This design comes from an exercise in tuning for small area, a short achievable clock period and few clock cycles on the open sky130 flow, not from production work. Where RTL was checked, it was by simulation tests only, not by an equivalence proof against the original. Power and IR drop assume default switching activity.

==> flow/design.v (excerpt) <==
module BETA_CORE(
    input CLK,
    input RESET,
    input IRQ,
    input [31:0] MRD,
    input [31:0] ID,
    output [31:0] IA,
    output [31:0] MA,
    output MOE,
    output MWR,
    output [31:0] MWD
    );
For scale: about 170 I/O pins, roughly 54000 um^2 of cells after synthesis.
Settings: LEC_CHECK=0, CAP_MARGIN=20, CORE_MARGIN=2, CORE_UTILIZATION=40, CTS_CLUSTER_DIAMETER=100, CTS_CLUSTER_SIZE=20, SLEW_MARGIN=20, SYNTH_HIERARCHICAL=1; clock period 13.0 ns.
standard.sh (not shown) runs the stock make flow with config.mk's settings and CLKGATE_MAP_FILE= SYNTH_SCRIPT=/design/flow/synth_recipe.tcl, a recipe that flattens the netlist after the stock synthesis.
==> flow/flow/run.sh <==
#!/bin/bash
# The standard synthesis and layout (standard.sh), with these changes to
# how ORFS makes the layout (the SDC and clock period are the standard flow's):
#  - timing repair aims at a larger setup margin, so that it works on the
#    paths that set the achieved period;
#  - port buffers are buf_2 cells (every port still gets its buffer);
#  - ABC maps with a 1 fF output load per module instead of 5 fF, so the
#    small one-cell modules get minimum-size cells (registers unchanged).
# The tools' full output is in flow_make.log and in orfs/logs/.
set -euo pipefail
bash standard.sh SETUP_SLACK_MARGIN=7.6 ABC_LOAD_IN_FF=1 \
  "BUFFER_PORTS_ARGS=-buffer_cell sky130_fd_sc_hd__buf_2" \
  finish > flow_make.log 2>&1
The first run finished clean.
Change:
--- a/flow/design.v
+++ b/flow/design.v
@@ -54,40 +54,16 @@
       wire [30:0] q;
       for (k = 0; k < 31; k = k + 1) begin : K
         assign q[k] = REGS[32*k + b];
       end
       RF_RDBIT u (.Q(q), .S(SEL), .F(F), .W(W[b]), .TR(TR[b]), .Y(Y[b]));
     end
   endgenerate
 endmodule
-module RF_AOI21 (input a1, a2, b1, output y);
-  assign y = ~((a1 & a2) | b1);
-endmodule
-module RF_ZTREE (
-  input  [30:0] Z,
-  input  [30:0] S,
-  input         D31,
-  output        Y
-  );
-  wire [10:0] l;
-  wire [2:0]  h;
-  genvar g;
-  generate
-    for (g = 0; g < 10; g = g + 1) begin : T
-      RF_AOI222 u (.a1(S[3*g]), .a2(Z[3*g]), .b1(S[3*g+1]), .b2(Z[3*g+1]),
-                   .c1(S[3*g+2]), .c2(Z[3*g+2]), .y(l[g]));
-    end
-  endgenerate
-  RF_AOI21 u10 (.a1(S[30]), .a2(Z[30]), .b1(D31), .y(l[10]));
-  RF_NAND4 n0 (.a(l[0]), .b(l[1]), .c(l[2]), .d(l[3]), .y(h[0]));
-  RF_NAND4 n1 (.a(l[4]), .b(l[5]), .c(l[6]), .d(l[7]), .y(h[1]));
-  RF_NAND3 n2 (.a(l[8]), .b(l[9]), .c(l[10]), .y(h[2]));
-  RF_OR3   o  (.a(h[0]), .b(h[1]), .c(h[2]), .y(Y));
-endmodule
 module ALU_MX2I (input a, b, s, output y);
   assign y = ~(s ? b : a);
 endmodule
 module ALU_MX2 (input a, b, s, output y);
   assign y = s ? b : a;
 endmodule
 module ALU_A222OI (input a1, a2, b1, b2, c1, c2, output y);
   assign y = ~((a1 & a2) | (b1 & b2) | (c1 & c2));
@@ -313,27 +289,18 @@
 wire fwd_b = s2_we & (s2_wa == rbx);
 wire [31:0] va, vb;
 wire [31:0] ta, tb;
 REGFILE rpa (.REGS(regs), .SEL(sel_a), .F(fwd_a), .W(wdata), .TR(ta), .Y(va));
 REGFILE rpb (.REGS(regs), .SEL(sel_b), .F(fwd_b), .W(wdata), .TR(tb), .Y(vb));
 wire [30:0] pc4 = pc[30:0] + 31'd4;
 wire [30:0] tgt = pc4 + {lit[28:0], 2'b00};
 wire z_w = (wdata == 32'b0);
-reg [30:0] zf;
-generate
-  for (gi = 0; gi < 31; gi = gi + 1) begin : ZW
-    always @(posedge CLK)
-      if (wsel[gi])
-        zf[gi] <= z_w;
-  end
-endgenerate
-wire z_r;
-RF_ZTREE zt (.Z(zf), .S(sel_a), .D31(ra == 5'd31), .Y(z_r));
-wire z = z_r | (fwd_a & z_w);
+wire z_r = (ta == 32'b0);
+wire z = z_r & (z_w | ~fwd_a);
 wire taken = (is_beq & z) | (is_bne & ~z);
 wire link = is_jmp | is_beq | is_bne;
 wire sub  = is_alu & ~op[3] & (op[2] | op[0]);
 wire inv  = sub | (is_alu & (op[3:0] == 4'b1011));    
 always @(posedge CLK) begin
   if (rst) begin
     pc_base <= 32'h80000000;
   end else if (irq) begin
=> Clock-buffer cell count went down by 5. Sequential cell count falls by 31. Power came out lower slightly. Worst hold slack gets worse by 21 ps. Global-route usage rose by 0.49 points. Routed wire length goes down slightly. Setup slack got worse by 4.7 ps. Sequential power goes down slightly. Synthesized cell count decreases by a few percent. Final cell count fell slightly. Die area fell by a few percent. Clock skew goes up by 5.3 ps.
Testbench counts after the change, summed over its fixed seeds: cycles 24,745.
The RTL of the first run of this note was laid out without a check of its function.

---

Another version of the RTL of BETA_CORE (not shown whole).
Size in the first run: about 3900 cells after synthesis, ~170 I/O pins.
Settings: LEC_CHECK=0, CAP_MARGIN=20, CORE_MARGIN=2, CORE_UTILIZATION=40, CTS_CLUSTER_DIAMETER=100, CTS_CLUSTER_SIZE=20, SLEW_MARGIN=20, SYNTH_HIERARCHICAL=1; clock period 13.0 ns.
==> flow/flow/run.sh <==
#!/bin/bash
# The standard synthesis and layout (standard.sh), with these changes to
# how ORFS makes the layout (the SDC and clock period are the standard flow's):
#  - timing repair aims at a larger setup margin, so that it works on the
#    paths that set the achieved period;
#  - port buffers are buf_2 cells (every port still gets its buffer).
# The tools' full output is in flow_make.log and in orfs/logs/.
set -euo pipefail
bash standard.sh SETUP_SLACK_MARGIN=7.5 \
  "BUFFER_PORTS_ARGS=-buffer_cell sky130_fd_sc_hd__buf_2" \
  finish > flow_make.log 2>&1
Change:
--- a/flow/design.v
+++ b/flow/design.v
@@ -2,94 +2,76 @@
   assign y = ~((a1 & a2) | (b1 & b2) | (c1 & c2));
 endmodule
 module RF_NAND4 (input a, b, c, d, output y);
   assign y = ~(a & b & c & d);
 endmodule
 module RF_NAND3 (input a, b, c, output y);
   assign y = ~(a & b & c);
 endmodule
 module RF_OR3 (input a, b, c, output y);
   assign y = a | b | c;
 endmodule
+module RF_NOR3 (input a, b, c, output y);
+  assign y = ~(a | b | c);
+endmodule
 module RF_ND2 (input a, b, output y);
   assign y = ~(a & b);
 endmodule
 module RF_A21O (input a1, a2, b1, output y);
   assign y = (a1 & a2) | b1;
 endmodule
 module RF_RDBIT (
   input  [30:0] Q,
   input  [30:0] S,
   input         F,
   input         W,
   output        TR,
+  output        ZN,      
   output        Y
   );
   wire [10:0] l;
   wire [2:0]  h;
   genvar g;
   generate
     for (g = 0; g < 10; g = g + 1) begin : T
       RF_AOI222 u (.a1(S[3*g]), .a2(Q[3*g]), .b1(S[3*g+1]), .b2(Q[3*g+1]),
                    .c1(S[3*g+2]), .c2(Q[3*g+2]), .y(l[g]));
     end
   endgenerate
   RF_ND2   u10 (.a(S[30]), .b(Q[30]), .y(l[10]));
   RF_NAND4 n0 (.a(l[0]), .b(l[1]), .c(l[2]), .d(l[3]), .y(h[0]));
   RF_NAND4 n1 (.a(l[4]), .b(l[5]), .c(l[6]), .d(l[7]), .y(h[1]));
   RF_NAND3 n2 (.a(l[8]), .b(l[9]), .c(l[10]), .y(h[2]));
   RF_OR3   o  (.a(h[0]), .b(h[1]), .c(h[2]), .y(TR));
+  RF_NOR3  z  (.a(h[0]), .b(h[1]), .c(h[2]), .y(ZN));
   RF_A21O  f  (.a1(F), .a2(W), .b1(TR), .y(Y));
 endmodule
 module REGFILE (
   input  [31*32-1:0] REGS,    
   input  [30:0]      SEL,     
   input              F,       
   input  [31:0]      W,
   output [31:0]      TR,      
+  output [31:0]      ZN,      
   output [31:0]      Y
   );
   genvar b, k;
   generate
     for (b = 0; b < 32; b = b + 1) begin : B
       wire [30:0] q;
       for (k = 0; k < 31; k = k + 1) begin : K
         assign q[k] = REGS[32*k + b];
       end
-      RF_RDBIT u (.Q(q), .S(SEL), .F(F), .W(W[b]), .TR(TR[b]), .Y(Y[b]));
-    end
-  endgenerate
-endmodule
-module RF_AOI21 (input a1, a2, b1, output y);
-  assign y = ~((a1 & a2) | b1);
-endmodule
-module RF_ZTREE (
-  input  [30:0] Z,
-  input  [30:0] S,
-  input         D31,
-  output        Y
-  );
-  wire [10:0] l;
-  wire [2:0]  h;
-  genvar g;
-  generate
-    for (g = 0; g < 10; g = g + 1) begin : T
-      RF_AOI222 u (.a1(S[3*g]), .a2(Z[3*g]), .b1(S[3*g+1]), .b2(Z[3*g+1]),
-                   .c1(S[3*g+2]), .c2(Z[3*g+2]), .y(l[g]));
+      RF_RDBIT u (.Q(q), .S(SEL), .F(F), .W(W[b]), .TR(TR[b]), .ZN(ZN[b]), .Y(Y[b]));
     end
   endgenerate
-  RF_AOI21 u10 (.a1(S[30]), .a2(Z[30]), .b1(D31), .y(l[10]));
-  RF_NAND4 n0 (.a(l[0]), .b(l[1]), .c(l[2]), .d(l[3]), .y(h[0]));
-  RF_NAND4 n1 (.a(l[4]), .b(l[5]), .c(l[6]), .d(l[7]), .y(h[1]));
-  RF_NAND3 n2 (.a(l[8]), .b(l[9]), .c(l[10]), .y(h[2]));
-  RF_OR3   o  (.a(h[0]), .b(h[1]), .c(h[2]), .y(Y));
 endmodule
 module ALU_MX2I (input a, b, s, output y);
   assign y = ~(s ? b : a);
 endmodule
 module ALU_MX2 (input a, b, s, output y);
   assign y = s ? b : a;
 endmodule
 module ALU_A222OI (input a1, a2, b1, b2, c1, c2, output y);
   assign y = ~((a1 & a2) | (b1 & b2) | (c1 & c2));
 endmodule
 module ALU_A22OI (input a1, a2, b1, b2, output y);
@@ -302,39 +284,30 @@
 integer si;
 always @(*) begin
   for (si = 0; si < 31; si = si + 1) begin
     wsel[si]  = s2_we & (s2_wa == si);
     sel_a[si] = (ra == si) & ~wsel[si];
     sel_b[si] = (op[5] ? (rb == si) : (rc == si)) & ~wsel[si];
   end
 end
 wire fwd_a = s2_we & (s2_wa == ra);
 wire fwd_b = s2_we & (s2_wa == rbx);
 wire [31:0] va, vb;
-wire [31:0] ta, tb;
-REGFILE rpa (.REGS(regs), .SEL(sel_a), .F(fwd_a), .W(wdata), .TR(ta), .Y(va));
-REGFILE rpb (.REGS(regs), .SEL(sel_b), .F(fwd_b), .W(wdata), .TR(tb), .Y(vb));
+wire [31:0] ta, tb, tan, tbn;
+REGFILE rpa (.REGS(regs), .SEL(sel_a), .F(fwd_a), .W(wdata), .TR(ta), .ZN(tan), .Y(va));
+REGFILE rpb (.REGS(regs), .SEL(sel_b), .F(fwd_b), .W(wdata), .TR(tb), .ZN(tbn), .Y(vb));
 wire [30:0] pc4 = pc[30:0] + 31'd4;
 wire [30:0] tgt = pc4 + {lit[28:0], 2'b00};
 wire z_w = (wdata == 32'b0);
-reg [30:0] zf;
-generate
-  for (gi = 0; gi < 31; gi = gi + 1) begin : ZW
-    always @(posedge CLK)
-      if (wsel[gi])
-        zf[gi] <= z_w;
-  end
-endgenerate
-wire z_r;
-RF_ZTREE zt (.Z(zf), .S(sel_a), .D31(ra == 5'd31), .Y(z_r));
-wire z = z_r | (fwd_a & z_w);
+wire z_r = &tan;
+wire z = z_r & (z_w | ~fwd_a);
 wire taken = (is_beq & z) | (is_bne & ~z);
 wire link = is_jmp | is_beq | is_bne;
 wire sub  = is_alu & ~op[3] & (op[2] | op[0]);
 wire inv  = sub | (is_alu & (op[3:0] == 4'b1011));    
 always @(posedge CLK) begin
   if (RESET) begin
     pc_base <= 32'h80000000;
   end else if (irq) begin
     pc_base <= 32'h80000008;
   end else if (illegal) begin
     pc_base <= 32'h80000004;
=> First-iteration DRC count went up by 1.2%. Power went down by 1.0%. Fmax is lower by 1.9%. Sequential power came out lower by about 2%. Wire length drops by 3.6%. Worst hold slack is worse by 44 ps. Non-clock buffer count increases by 10. Clock-buffer cell count goes down by 18. Utilization came out lower by 0.10 points.
No functional check of the RTL was part of any run of this note.

[what the ideal ports hide]
No port has a modelled driver above. Below, the same layouts with a new extraction and two added sets of constraints.
Step 1 sets driving cells, clkbuf_16 on the clock port and buf_2 on the other inputs (assumed; they add their load-dependent delay and slew).
Step 2 adds t to the input delays and takes it off the output delays; t is the mean of the earliest and latest rising clock arrival at the registers after step 1. Input paths then give back, and output paths get back, about the clock's delay inside the block.
Three values: ideal, step 1, step 2; two values: the first two.
| run | t, ns | slack for setup (ns) | worst slew at a driven data input, ns |
|---|---|---|---|
| the first run of note 1 | 0.718 | 7.496 / 7.465 / 6.883 | 0.18 |
| the second run of note 1 | 0.740 | 7.492 / 7.449 / 6.812 | 0.23 |
| the first run of note 2 | 0.739 | 7.370 / 7.378 / 6.639 | 0.22 |
| the second run of note 2 | 0.730 | 7.258 / 7.234 / 6.504 | 0.17 |
After both steps setup and hold are still met in every run listed. For the second run of note 2, which loses most, drivers alone change the setup slack by -0.024 ns; drivers and shift together by -0.754 ns.
